This design comes from an exercise in tuning for small area, a short achievable clock period and few clock cycles on the open sky130 flow, not from production work. Only simulation tests tie the RTL to the original design; equivalence was not proved.

## flow/design.v (module list and top-level ports; edited modules follow where they fit)
// module MyDesign: 1059 lines
module MyDesign (
  input   wire dut_run,
  output  reg  dut_busy,
  input   wire reset_b,
  input   wire clk,
  output wire        input_sram_write_enable,
  output wire [11:0] input_sram_write_addresss,
  output wire [15:0] input_sram_write_data,
  output reg  [11:0] input_sram_read_address,
  input  wire [15:0] input_sram_read_data,
  output reg         output_sram_write_enable,
  output reg  [11:0] output_sram_write_addresss,
  output reg  [15:0] output_sram_write_data,
  output wire [11:0] output_sram_read_address,
  input  wire [15:0] output_sram_read_data,
  output reg         scratchpad_sram_write_enable,
  output wire [11:0] scratchpad_sram_write_addresss,
  output wire [15:0] scratchpad_sram_write_data,
  output wire [11:0] scratchpad_sram_read_address,
  input  wire [15:0] scratchpad_sram_read_data,
  output wire        weights_sram_write_enable,
  output wire [11:0] weights_sram_write_addresss,
  output wire [15:0] weights_sram_write_data,
  output wire [11:0] weights_sram_read_address,
  input  wire [15:0] weights_sram_read_data
);
  // ...
==> flow/flow/run.sh <==
#!/bin/bash
# Standard layout, with one netlist pass between synthesis and floorplan:
# flow/polarity.py removes inverters between full adders (a full adder is
# self-dual, so it can take its inputs in the other polarity). Registers and
# all other logic stay as the standard synthesis made them.
set -uo pipefail
W=$PWD
R=$W/orfs/results/$FLOW_PLATFORM/MyDesign/base
LIB=$FLOW_HOME/platforms/$FLOW_PLATFORM/lib/sky130_fd_sc_hd__tt_025C_1v80.lib

bash standard.sh synth > $W/synth.log 2>&1 || { echo "synthesis failed"; exit 1; }

cp $R/1_2_yosys.v $W/1_2_yosys.standard.v
if python3 flow/polarity.py $W/1_2_yosys.standard.v $W/1_2_yosys.polarity.v "$LIB" > $W/polarity.log 2>&1; then
  # the synthesis netlist is now newer than 1_synth.odb: make rebuilds it
  cp $W/1_2_yosys.polarity.v $R/1_2_yosys.v
  echo "polarity pass applied"
else
  echo "polarity pass failed, keeping the standard netlist"
fi

bash standard.sh finish > $W/finish.log 2>&1 || { echo "layout failed"; exit 1; }
==> flow/flow/polarity.py <==
#!/usr/bin/env python3
"""Removes inverters between full adders in a mapped sky130 netlist.

A full adder is self-dual: FA(~a, ~b, ~c) = (~cout, ~sum). Each full adder may
therefore be flipped (its inputs taken in the other polarity, its outputs then
carrying the complements), and each xor2/xnor2 gate may be swapped for the
other. This picks flips that need fewest inverters, then rewires the netlist:
every inverter is replaced by at most one inverter per signal that some pin
needs in the other polarity. Registers, ports and all other cells are kept.

usage: polarity.py IN.v OUT.v LIBERTY
"""
import re, sys, random, collections

src, dst, lib = sys.argv[1], sys.argv[2], sys.argv[3]

# pin directions from the liberty file
outpins = collections.defaultdict(set)
cell = None
pin = None
for line in open(lib):
    m = re.match(r'\s*cell\s*\(\s*"?([\w]+)"?\s*\)', line)
    if m:
        cell = m.group(1); continue
    m = re.match(r'\s*pin\s*\(\s*"?([\w]+)"?\s*\)', line)
    if m:
        pin = m.group(1); continue
    m = re.match(r'\s*direction\s*:\s*"?(\w+)"?', line)
    if m and cell and pin:
        if m.group(1) == 'output':
            outpins[cell].add(pin)

text = open(src).read()
mod_start = text.index('module ')
body_start = text.index(');', mod_start) + 2
end = text.rindex('endmodule')
header = text[:body_start]
body = text[body_start:end]

inst_re = re.compile(r'((?:\s*\(\*[^*]*\*\))*)\s*(sky130_fd_sc_hd__\w+)\s+(\S+)\s*\((.*?)\);', re.S)
pin_re = re.compile(r'\.(\w+)\(\s*([^()]*?)\s*\)')

decls = []
cells = []
pos = 0
for m in inst_re.finditer(body):
    decls.append(body[pos:m.start()])
    pos = m.end()
    attrs, typ, name, pins = m.group(1), m.group(2), m.group(3), m.group(4)
    cells.append({'attrs': attrs, 'type': typ, 'name': name,
                  'pins': [(p, n) for p, n in pin_re.findall(pins)]})
decls.append(body[pos:])
decl_text = ''.join(decls)
assert 'assign' not in decl_text, 'assign statements not handled'

ports = set()
for m in re.finditer(r'^\s*(input|output)\s+(?:\[(\d+):(\d+)\]\s+)?(\S+);', header + decl_text, re.M):
    d, hi, lo, nm = m.groups()
    if hi is None:
        ports.add(nm)
    else:
        for i in range(int(lo), int(hi) + 1):
            ports.add('%s[%d]' % (nm, i))

def is_inv(c):
    return re.match(r'sky130_fd_sc_hd__(clk)?inv_\d+$', c['type']) is not None
def is_fa(c):
    return c['type'].startswith('sky130_fd_sc_hd__fa_')
def is_x(c):
    return re.match(r'sky130_fd_sc_hd__x(n)?or2_\d+$', c['type']) is not None

driver = {}
for c in cells:
    for p, n in c['pins']:
        if p in outpins[c['type']]:
            driver[n] = (c, p)

def lit(n):
    par = 0
    while n in driver and is_inv(driver[n][0]) and n not in ports:
        c = driver[n][0]
        n = dict(c['pins'])['A']
        par ^= 1
    # a port driven by an inverter stays as it is: treat the port as a base
    return n, par

# flippable drivers: full adders and xor/xnor gates, unless they drive a port
flip = {}
for c in cells:
    if is_fa(c) or is_x(c):
        outs = [n for p, n in c['pins'] if p in outpins[c['type']]]
        flip[c['name']] = 0 if not any(n in ports for n in outs) else None

def avail(base):
    d = driver.get(base)
    if d is None:
        return 0
    f = flip.get(d[0]['name'])
    return f if f else 0

# requirements: (cell, pin) -> (base, parity required before flips)
req = []
xin = []   # inputs of xor/xnor gates: any polarity will do (the gate type absorbs it)
for c in cells:
    if is_inv(c):
        continue
    for p, n in c['pins']:
        if is_x(c) and p not in outpins[c['type']]:
            if not (re.match(r"\d+'", n) or n == ''):
                b, par = lit(n)
                xin.append((c, p, b, par))
            continue
        if p in outpins[c['type']]:
            continue
        if re.match(r"\d+'", n) or n == '':
            continue
        b, par = lit(n)
        req.append((c, p, b, par))
# inverters that drive ports are kept: their input is a requirement
keep_inv = [c for c in cells if is_inv(c) and dict(c['pins'])['Y'] in ports]
for c in keep_inv:
    b, par = lit(dict(c['pins'])['A'])
    req.append((c, 'A', b, par))

def need(c, par):
    if is_fa(c) and flip.get(c['name']):
        return par ^ 1
    return par

def cost():
    s = set()
    for c, p, b, par in req:
        q = need(c, par)
        if q != avail(b):
            s.add(b)
    return len(s)

# local search over FA flips and xor swaps
by_cell = collections.defaultdict(list)
by_base = collections.defaultdict(list)
for r in req:
    by_cell[r[0]['name']].append(r)
    by_base[r[2]].append(r)
outs_of = {c['name']: [n for p, n in c['pins'] if p in outpins[c['type']]] for c in cells}

def local(name):
    # requirements touched by flipping `name`: its own inputs (FA) and users of its outputs
    bases = set()
    for r in by_cell[name]:
        bases.add(r[2])
    for n in outs_of[name]:
        bases.add(n)
    tot = 0
    for b in bases:
        a = avail(b)
        if any(need(c, par) != a for c, p, bb, par in by_base[b]):
            tot += 1
    return tot

cands = [n for n, f in flip.items() if f is not None]
before = cost()
random.seed(1)
def descend():
    for it in range(50):
        changed = 0
        random.shuffle(cands)
        for n in cands:
            c0 = local(n)
            flip[n] ^= 1
            c1 = local(n)
            if c1 < c0 or (c1 == c0 and random.random() < 0.3):
                changed += c1 < c0
            else:
                flip[n] ^= 1
        if not changed:
            break
descend()
best = cost(); best_flip = dict(flip)
for rnd in range(30):
    # perturb: flip a few random adders and descend again
    for n in random.sample(cands, max(1, len(cands) // 20)):
        flip[n] ^= 1
    descend()
    c = cost()
    if c < best:
        best = c; best_flip = dict(flip)
    else:
        flip.clear(); flip.update(best_flip)
after = cost()
ninv = sum(1 for c in cells if is_inv(c))
sys.stderr.write('inverters: %d before, %d needed after (%d kept on ports); flips %d\n'
                 % (ninv, after, len(keep_inv), sum(1 for f in flip.values() if f)))

# rewrite
newinv = {}
extra = []
def net_for(b, q):
    if q == avail(b):
        return b
    if b not in newinv:
        k = len(newinv)
        y = 'polinv_%d_y' % k
        newinv[b] = y
        extra.append((k, b, y))
    return newinv[b]

out_cells = []
pinmap = {}
xin_by_cell = collections.defaultdict(list)
for r in xin:
    xin_by_cell[r[0]['name']].append(r)
for c in cells:
    if is_inv(c) and c not in keep_inv:
        continue
    if is_x(c):
        dev = flip.get(c['name']) or 0
        for cc, p, b, par in xin_by_cell.get(c['name'], []):
            dev ^= avail(b) ^ par
            pinmap[(c['name'], p)] = b
        t = c['type']
        if dev:
            if '__xor2_' in t:
                c['type'] = t.replace('__xor2_', '__xnor2_')
                c['rename'] = {'X': 'Y'}
            else:
                c['type'] = t.replace('__xnor2_', '__xor2_')
                c['rename'] = {'Y': 'X'}
    out_cells.append(c)
for c, p, b, par in req:
    pinmap[(c['name'], p)] = net_for(b, need(c, par))

lines = [header, decl_text.rstrip('\n') + '\n']
for k, b, y in extra:
    lines.append('  wire %s;\n' % y)
for c in out_cells:
    ps = []
    for p, n in c['pins']:
        n2 = pinmap.get((c['name'], p), n)
        ps.append('    .%s(%s%s)' % (c.get('rename', {}).get(p, p), n2, ' ' if n2.startswith('\\') else ''))
    lines.append('%s\n  %s %s (\n%s\n  );\n' % (c['attrs'], c['type'], c['name'], ',\n'.join(ps)))
for k, b, y in extra:
    lines.append('  sky130_fd_sc_hd__inv_1 polinv_%d (\n    .A(%s%s),\n    .Y(%s)\n  );\n' % (k, b, ' ' if b.startswith('\\') else '', y))
lines.append('endmodule\n')
open(dst, 'w').write(''.join(lines))
if len(sys.argv) > 4:
    st = collections.Counter()
    for c, p, b, par in req:
        if need(c, par) != avail(b):
            d = driver.get(b)
            dt = d[0]['type'].split('__')[1] + '.' + d[1] if d else 'port'
            st[(dt, c['type'].split('__')[1], 'flippable' if flip.get(d[0]['name'] if d else '') is not None else 'fixed')] += 1
    for k, v in st.most_common(25):
        sys.stderr.write('%s %d\n' % (k, v))
==> flow/standard.sh <==
#!/bin/bash
# synth_recipe.tcl (not shown) runs the flow's synth.tcl, then flattens the netlist and writes it again
# the make line also repeats each setting of config.mk as NAME=value (left out here)
make -C /OpenROAD-flow-scripts/flow DESIGN_CONFIG=/design/flow/config.mk WORK_HOME=/design/flow/orfs CLKGATE_MAP_FILE= SYNTH_SCRIPT=/design/flow/synth_recipe.tcl "${@:-finish}"
==> flow/config.mk <==
export PLATFORM = sky130hd
export DESIGN_NAME = MyDesign
export DESIGN_NICKNAME = MyDesign
export VERILOG_FILES = /design/flow/design.v
export SDC_FILE = /design/flow/constraint.sdc
export NUM_CORES = 4
export LEC_CHECK = 0
export ABC_AREA = 1
export CAP_MARGIN = 50
export CORE_MARGIN = 2
export CORE_UTILIZATION = 60
export CTS_BUF_LIST = sky130_fd_sc_hd__clkbuf_8
export SLEW_MARGIN = 70
==> flow/constraint.sdc <==
create_clock -name core_clock -period 10.0 [get_ports {clk}]
set_input_delay 2.0000 -clock core_clock [delete_from_list [all_inputs] [get_ports {clk}]]
set_output_delay 2.0000 -clock core_clock [all_outputs]
set_load 0.01 [all_outputs]
==> results.ini, run 1 <==
[outcome]
status = finished clean

[cells_and_area]
final_cell_mix = 602 x fa_1, 572 x xor2_1, 505 x o22ai_1, 448 x inv_1, 411 x nand2_1
multi_input_area_mm2 = 0.0287
clkbuf_count = 124
antenna_cells = 2

[grt]
use_met1_pct = 54.1
grtUsageMet3_pct = 17.0
grt_use_met2_pct = 50.9

[timing]
fmax_mhz = 249
max_slew_margin_pct = 66.7
setup-tns-final_ns = 0
slew_violations = 0

[synth]
synth_area_mm2 = 0.0455
syn_inst = 4580

[hold_path]
holdPathStages = 0
worst_hold_path_type = register to register

[critical_path]
crit_path_end_kind = register
cp-start-kind = register
path_cells = fa_1 -> fa_1 -> fa_1 -> fa_1 -> ha_1 -> a21oi_1 -> a21boi_0 -> o211ai_1 -> clkbuf_1 -> nand2_1 -> nand2_1 -> xor2_1

[clock_tree]
cts_buffers = 100

[floorplan]
initial_core_util_pct = 60.2
nWellTaps = 978

[drt]
antenna_left = 0
route.detailed.drc = 0
drt-met1-wl_mm = 58.8

Testbench counts, summed over its fixed seeds: cycles 34,034.
==> inputs of run 2 (changes only) <==
--- a/flow/design.v
+++ b/flow/design.v
@@ -188,47 +188,47 @@
     if (kld[4]) begin onn6 <= ~bone(weights_sram_read_data[15:8]); twn6 <= ~btwo(weights_sram_read_data[15:8]); ngn6 <= ~bneg(weights_sram_read_data[15:8]); onn7 <= ~bone(weights_sram_read_data[7:0]); twn7 <= ~btwo(weights_sram_read_data[7:0]); ngn7 <= ~bneg(weights_sram_read_data[7:0]); end
     if (kld[5]) begin onn8 <= ~bone(weights_sram_read_data[15:8]); twn8 <= ~btwo(weights_sram_read_data[15:8]); ngn8 <= ~bneg(weights_sram_read_data[15:8]); end
     kw <= weights_sram_read_data;
     if (|kacc[4:1])
       cacc <= cacc + gneg(kw[15:8]) + gneg(kw[7:0]);
     else if (kacc[5])
       cacc <= cacc + gneg(kw[15:8]);
   end
-  reg dv1, phi1, ph2n;
+  reg dv1, phi1, ph2;
   reg [3:0] w1;
   reg [4:0] pvd, lstd;
   reg [2:0] ed;
   reg [4:0] wa2;
   always @(posedge clk) begin
     if (~reset_b) begin
       dv1 <= 1'b0; pvd <= 5'd0; lstd <= 5'd0; ed <= 3'd0;
       scratchpad_sram_write_enable <= 1'b0;
     end else begin
       dv1 <= dv0;
       pvd <= {pvd[3:0], cv0};
       lstd <= {lstd[3:0], lst0};
       ed <= {ed[1:0], stop};
       scratchpad_sram_write_enable <= dv1;
     end
     phi1 <= phi; w1 <= w;
-    ph2n <= ~phi1;            
+    ph2 <= phi1;              
     wa2 <= ~{phi1, w1};
   end
   assign scratchpad_sram_write_addresss = {7'd0, wa2};
   reg [15:0] ri1, ri2, rs1, rs2;
   always @(posedge clk) begin
     ri1 <= input_sram_read_data; ri2 <= ri1;
     rs1 <= scratchpad_sram_read_data; rs2 <= rs1;
   end
   assign scratchpad_sram_write_data = ri1;
-  wire [7:0] in0 = ~ph2n ? rs2[7:0] : rs1[15:8];
-  wire [7:0] in1 = ~ph2n ? rs1[7:0] : scratchpad_sram_read_data[15:8];
-  wire [7:0] in2 = ~ph2n ? ri2[7:0] : ri1[15:8];
-  wire [7:0] in3 = ~ph2n ? ri1[7:0] : input_sram_read_data[15:8];
+  wire [7:0] in0 = ph2 ? rs2[7:0] : rs1[15:8];
+  wire [7:0] in1 = ph2 ? rs1[7:0] : scratchpad_sram_read_data[15:8];
+  wire [7:0] in2 = ph2 ? ri2[7:0] : ri1[15:8];
+  wire [7:0] in3 = ph2 ? ri1[7:0] : input_sram_read_data[15:8];
   reg [7:0] w0_0, w0_1, w0_2, w1_0, w1_1, w1_2, w2_0, w2_1, w2_2, w3_0, w3_1, w3_2;
   always @(posedge clk) begin
     w0_0 <= w0_1; w0_1 <= w0_2; w0_2 <= ~in0;
     w1_0 <= w1_1; w1_1 <= w1_2; w1_2 <= ~in1;
     w2_0 <= w2_1; w2_1 <= w2_2; w2_2 <= ~in2;
     w3_0 <= w3_1; w3_1 <= w3_2; w3_2 <= ~in3;
   end
   wire ue_0, ue_1; assign {ue_1, ue_0} = {1'b0, (~ngn0[0] ^ (~onn0[0] & ~w0_0[0]))} + {1'b0, (~ngn1[0] ^ (~onn1[0] & ~w0_1[0]))} + {1'b0, (~ngn2[0] ^ (~onn2[0] & ~w0_2[0]))};
==> run 2 against run 1 <==
Highest routed layer unchanged. Global-route usage is 0.34 points higher. Sequential cell count increased by 1. Still clean on timing, DRC and antenna. Count of clock-buffer cells in the layout decreased by 3.
==> results.ini, run 2 <==
[outcome]
status = finished clean  ; unchanged

[clock_tree]
post_cts_resized = 0  ; unchanged
cts_tree = built  ; unchanged
clk_pin_slew_ns = 0.06  ; about the same
clk_latency_ns = 0.76  ; was 0.78 ns
cts_setup_buffers = 0  ; unchanged
clock-sinks = 604  ; was 603
root_buffer = clkbuf_8  ; unchanged
hold_buffers = 0  ; unchanged
cts_max_level = 3  ; unchanged
cts_buffers = 100  ; unchanged
clockBufferDepth = 3  ; unchanged

[drt]
drt-initial-drc-count = 4782  ; was 4,834
drt-wirelength-per-cell_um = 25.9  ; about the same
firstDrtPassIters = 9  ; was 8
antenna_left = 0  ; unchanged
route.detailed.drc = 0  ; unchanged
vias = 35158  ; was 35,008
vias_per_cell = 6.10  ; about the same
finalWirelength_mm = 149  ; about the same

[timing]
post-route-min-period_ns = 3.82  ; was 4.01 ns
fmax_mhz = 262  ; was 249 MHz
setup-tns-final_ns = 0  ; unchanged
worst-slew-pin-transition_ns = 0.506  ; was 0.499 ns
rsz0062_at_grt = no  ; unchanged
max_slew_margin_pct = 66.3  ; was 66.7%
hold_viol_final = 0  ; unchanged
setup_viol = 0  ; unchanged
slew_violations = 0  ; unchanged
skew_ns = 0.0608  ; was 0.0704 ns
fin_crit_sh_pct = 38.2  ; was 40.1%

[grt]
overflow = 0  ; unchanged
grt_pass1_vias = 34738  ; was 33,897
antenna_found_initial = 3  ; unchanged
grt_pass1_wl_mm = 220  ; was 218 mm
grt_max_degree = 46  ; was 44
grt_usage_pct = 38.6  ; was 38.3%

[critical_path]
crit_path_end_kind = register  ; unchanged
r2r_cells = 10  ; was 12
reg2reg_to = se_r[12]  ; was so_r[14]
worstPathArrival_ns = 4.45  ; was 4.61 ns
rrSetupSlack_ns = 6.18  ; was 5.99 ns
crit_required_ns = 10.63  ; was 10.60 ns
path_cells = fa_1 -> fa_1 -> fa_1 -> fa_1 -> ha_1 -> a21oi_1 -> o21ai_0 -> a21oi_1 -> o21ai_0 -> xor2_1  ; was fa_1 -> fa_1 -> fa_1 -> fa_1 -> ha_1 -> a21oi_1 -> a21boi_0 -> o211ai_1 -> clkbuf_1 -> nand2_1 -> nand2_1 -> xor2_1
slowest_stage = fa_1  ; unchanged
cp-start-kind = register  ; unchanged
cp_max_fo = 5  ; was 4
critPathTopFamily = adder cells  ; unchanged
crit_top_cell = fa_1  ; unchanged
reg2reg_from = ue_r11_0  ; was uo_r9_0
setup.worst_path.start = ue_r11_0  ; was uo_r9_0
critPathBufInv = 0  ; was 1
cpPeakStageDelay_ns = 0.60  ; was 0.57 ns
critPathKind = register to register  ; unchanged

[cells_and_area]
nets = 5495  ; was 5,472
final_cell_mix = 600 x fa_1, 583 x xor2_1, 505 x o22ai_1, 468 x inv_1, 413 x nand2_1  ; was 602 x fa_1, 572 x xor2_1, 505 x o22ai_1, 448 x inv_1, 411 x nand2_1
final_common_cell = fa_1  ; unchanged
fillCellCount = 6151  ; was 6,185
area_growth_pct = 10.3  ; was 10.2%
top_regs = se_r x19, so_r x19  ; unchanged
seq_area_mm2 = 0.0136  ; was 0.0135 mm2
final_cells = 5762  ; was 5,737
multi_input_area_mm2 = 0.0288  ; was 0.0287 mm2
drive_gt1_share_pct = 11.7  ; was 12.0%

[floorplan]
coreArea_mm2 = 0.0756  ; unchanged
die_y_um = 280  ; was 279 um
die_w_um = 280  ; was 279 um
std_cell_rows = 101  ; unchanged
initial_core_util_pct = 60.3  ; was 60.2%
dieArea_mm2 = 0.0782  ; was 0.0781 mm2
io_pins = 232  ; unchanged

[synth]
syn_inst = 4599  ; was 4,580
avgSynthCellArea_um2 = 9.91  ; was 9.94 um2
ys_warn_count = 1  ; unchanged
synth_area_mm2 = 0.0456  ; was 0.0455 mm2

[place]
port_buffers = 120  ; unchanged
dp.cells = 5569  ; was 5,547
place_hpwl_mm = 115  ; was 114 mm
place.gp.congestion = 1.01  ; was 1.00

[hold_path]
worst_hold_path_type = register to register  ; unchanged
holdPathStages = 1  ; was 0
min_from = w1[2]  ; was rs1[0]
hold_path_end = wa2[2]  ; was rs2[0]

[job]
cap_violations = 0  ; unchanged

==> run 2: final cells by class <==
class / count / area share (%)
diodes: 3 / 0.0149
multi-input cells: 3165 / 57.2
repair buffers: 384 / 5.86
clock buffers: 121 / 3.31
well taps: 978 / 2.43
clock inverters: 63 / 0.886
inverters: 444 / 3.31
flip-flops and latches: 604 / 27.0
==> run 2: worst max-delay path by stage <==
stage / endpoint / cells after the start
floorplan: held[0] / 4
global placement: held[2] / 16
detailed placement: so_r[13] / 13
CTS: so_r[13] / 13
global route: output_sram_write_data[10] / 17
finish: se_r[12] / 10
==> run 2: metrics by stage <==
stage                     hold WS [ns]  utilization, %  worst slack [ns]  area, um2
final                            0.342            66.5              6.18      50300
after global routing             0.360            66.5              6.00      50300
after CTS                        0.350            66.2              6.16      50000
after detailed placement         0.336            63.4              6.15      47900
after global placement           0.335            61.5              5.48      46400
after floorplan                  0.326               -              6.43      46000
==> run 2: layer usage <==
metal,routed length (um),track usage [%],up-vias
met5,7,0,-
met4,7000,15.4,2
met3,24300,17.2,371
met2,58600,51.7,2833
met1,59300,54.4,16934
li1,-,-,15018
Testbench counts of run 2, summed over its fixed seeds: cycles 34,034.
==> inputs of run 3 (changes only) <==
--- a/flow/config.mk
+++ b/flow/config.mk
@@ -11,3 +11,5 @@
 export CORE_UTILIZATION = 60
-export CTS_BUF_LIST = sky130_fd_sc_hd__clkbuf_8
+export CTS_BUF_LIST = sky130_fd_sc_hd__clkbuf_16
+export CTS_CLUSTER_DIAMETER = 80
+export CTS_CLUSTER_SIZE = 16
 export SLEW_MARGIN = 70
==> run 3 against run 2 <==
Still clean on timing, DRC and antenna. Design area down 1.5%. Global-route usage down 0.40 points. Synthesized area unchanged. Non-clock buffer count down 1. Critical path depth unchanged. Count of clock-buffer cells in the layout down 74. Core utilization down 1.0 points. Sequential share of layout area up 0.40 points. Worst setup slack better by 0.011 ns. Clock skew up 0.011 ns. Highest routed layer unchanged.
==> results.ini, run 3 <==
[critical_path]
reg2reg_from = ue_r10_0  ; was ue_r11_0
cp_max_fo = 5  ; unchanged
crit_path_end_kind = register  ; unchanged
setup.worst_path.start = ue_r10_0  ; was ue_r11_0
cpPeakStageDelay_ns = 0.62  ; was 0.60 ns
worstPathArrival_ns = 4.34  ; was 4.45 ns
path_cells = fa_1 -> fa_1 -> fa_1 -> fa_1 -> ha_1 -> a21oi_1 -> o21ai_0 -> a21oi_1 -> o21ai_0 -> xor2_1  ; unchanged
crit_required_ns = 10.52  ; was 10.63 ns
cp-start-kind = register  ; unchanged
r2r_cells = 10  ; unchanged
critPathKind = register to register  ; unchanged
crit_top_cell = fa_1  ; unchanged
slowest_stage = fa_1  ; unchanged

[timing]
rsz0062_at_grt = no  ; unchanged
fmax_mhz = 262  ; about the same
setup_viol = 0  ; unchanged
slew_violations = 0  ; unchanged
max_slew_margin_pct = 64.7  ; was 66.3%
skew_ns = 0.0721  ; was 0.0608 ns
hold_ws_ns = 0.344  ; was 0.342 ns
setup-tns-final_ns = 0  ; unchanged
hold_viol_final = 0  ; unchanged
fin_crit_sh_pct = 38.1  ; was 38.2%
worst-slew-pin-transition_ns = 0.529  ; was 0.506 ns
post-route-min-period_ns = 3.81  ; was 3.82 ns

[grt]
top_usage_layer = met1  ; unchanged
grt_max_degree = 46  ; unchanged
overflow = 0  ; unchanged
use_met1_pct = 54.1  ; was 54.4%
grt_use_met2_pct = 51.4  ; was 51.7%
grt_pass1_wl_mm = 218  ; was 220 mm
grt_pass1_vias = 34183  ; was 34,738
grtUsageMet3_pct = 16.8  ; was 17.2%
antenna_found_initial = 3  ; unchanged
grt_usage_pct = 38.2  ; was 38.6%

[place]
place.gp.congestion = 1.01  ; unchanged
place_hpwl_mm = 115  ; unchanged
port_buffers = 120  ; unchanged

[cells_and_area]
top_regs = se_r x19, so_r x19  ; unchanged
multi_input_area_mm2 = 0.0288  ; unchanged
final_common_cell = fa_1  ; unchanged
drive_gt1_share_pct = 9.88  ; was 11.7%
area_growth_pct = 8.64  ; was 10.3%
nets = 5441  ; was 5,495
seq_area_mm2 = 0.0136  ; about the same
final_cell_mix = 600 x fa_1, 583 x xor2_1, 505 x o22ai_1, 462 x inv_1, 413 x nand2_1  ; was 600 x fa_1, 583 x xor2_1, 505 x o22ai_1, 468 x inv_1, 413 x nand2_1
fillCellCount = 6218  ; was 6,151

[synth]
syn_inst = 4599  ; unchanged
avgSynthCellArea_um2 = 9.91  ; unchanged
ys_warn_count = 1  ; unchanged
synth_area_mm2 = 0.0456  ; unchanged

[floorplan]
io_pins = 232  ; unchanged
dieArea_mm2 = 0.0782  ; unchanged
initial_core_util_pct = 60.3  ; unchanged
coreArea_mm2 = 0.0756  ; unchanged
die_w_um = 280  ; unchanged
die_y_um = 280  ; unchanged
std_cell_rows = 101  ; unchanged

[hold_path]
min_from = rs1[1]  ; was w1[2]
holdPathStages = 0  ; was 1
worst_hold_path_type = register to register  ; unchanged

[drt]
route.detailed.drc = 0  ; unchanged
vias = 34600  ; was 35,158
firstDrtPassIters = 10  ; was 9
finalWirelength_mm = 148  ; was 149 mm
antenna_left = 0  ; unchanged
drt-initial-drc-count = 4766  ; was 4,782
vias_per_cell = 6.12  ; was 6.10
drt-wirelength-per-cell_um = 26.2  ; was 25.9 um

[clock_tree]
root_buffer = clkbuf_16  ; was clkbuf_8
cts_buffers = 47  ; was 100
hold_buffers = 0  ; unchanged
post_cts_resized = 0  ; unchanged
clk_pin_slew_ns = 0.08  ; was 0.06 ns
clockBufferDepth = 3  ; unchanged
cts_tree = built  ; unchanged
cts_setup_buffers = 0  ; unchanged
clock-sinks = 604  ; unchanged
cts_max_level = 2  ; was 3
clk_latency_ns = 0.65  ; was 0.76 ns

[job]
cap_violations = 0  ; unchanged

[outcome]
status = finished clean  ; unchanged

run 3: per-layer routing:
metal / up-vias / share of wire (%)
met4: 4 / 4.7
met5: - / 0.010
li1: 14860 / -
met3: 357 / 16
met2: 2719 / 39
met1: 16660 / 40
run 3: through the flow:
stage,setup WS (ns),cells,utilization (%),cell area (um2)
2_1_floorplan,6.43,4693,-,46000
3_3_place_gp,5.48,5360,61.5,46400
3_5_place_dp,6.15,5569,63.4,47900
4_1_cts,6.13,5649,65.3,49300
5_1_grt,5.99,5654,65.6,49500
6_report,6.19,5655,65.6,49500
run 3: worst max-delay path, delay by kind of cell (launching register included):
kind / cells / cell delay, ns
fa+ha+maj: 5 / 2.51
compound gates: 4 / 0.72
flops: 1 / 0.32
xor+xnor: 1 / 0.16
run 3: final timing paths:
| check | to | slack, ns |
|---|---|---|
| max | se_r[12] | 6.19 |
| min | rs2[1] | 0.34 |
| min reg2reg | rs2[1] | 0.34 |
| max reg2reg | se_r[12] | 6.19 |
run 3: area by class of cell:
type                       instances  share of cell area (%)
sequential                       604                    27.4
inverter                         444                    3.36
antenna                            1                 0.00505
multi-input combinational       3165                    58.1
clock buffer                      47                    2.37
clock inverter                    33                   0.442
timing repair buffer             383                    5.89
tap                              978                    2.47

[afterwards: timing with drivers on the ports]
The flow's constraints put no driver on any port. The routed layouts listed below were extracted and timed again, unchanged, in two steps. Step 1 (the two cells are an assumption about what drives the block):
set clk [get_ports {clk}]
set_driving_cell -lib_cell sky130_fd_sc_hd__clkbuf_16 $clk
set_driving_cell -lib_cell sky130_fd_sc_hd__buf_2 [delete_from_list [all_inputs] $clk]
Step 2 adds t to the input delays and takes it off the output delays; t is the mean of the earliest and latest rising clock arrival at the registers after step 1. Input paths then give back, and output paths get back, about the clock's delay inside the block. a / b / c = ideal ports / drivers / drivers and shift; a / b = the first two.
| run | shift t [ns] | setup WS [ns] | worst setup path at the end |
|---|---|---|---|
| run 1 | 0.805 | 5.986 / 5.972 / 5.986 | register to register |
| run 2 | 0.794 | 6.177 / 6.177 / 6.177 | register to register |
| run 3 | 0.679 | 6.189 / 6.189 / 6.189 | register to register |
After both steps every run listed still meets setup and hold.
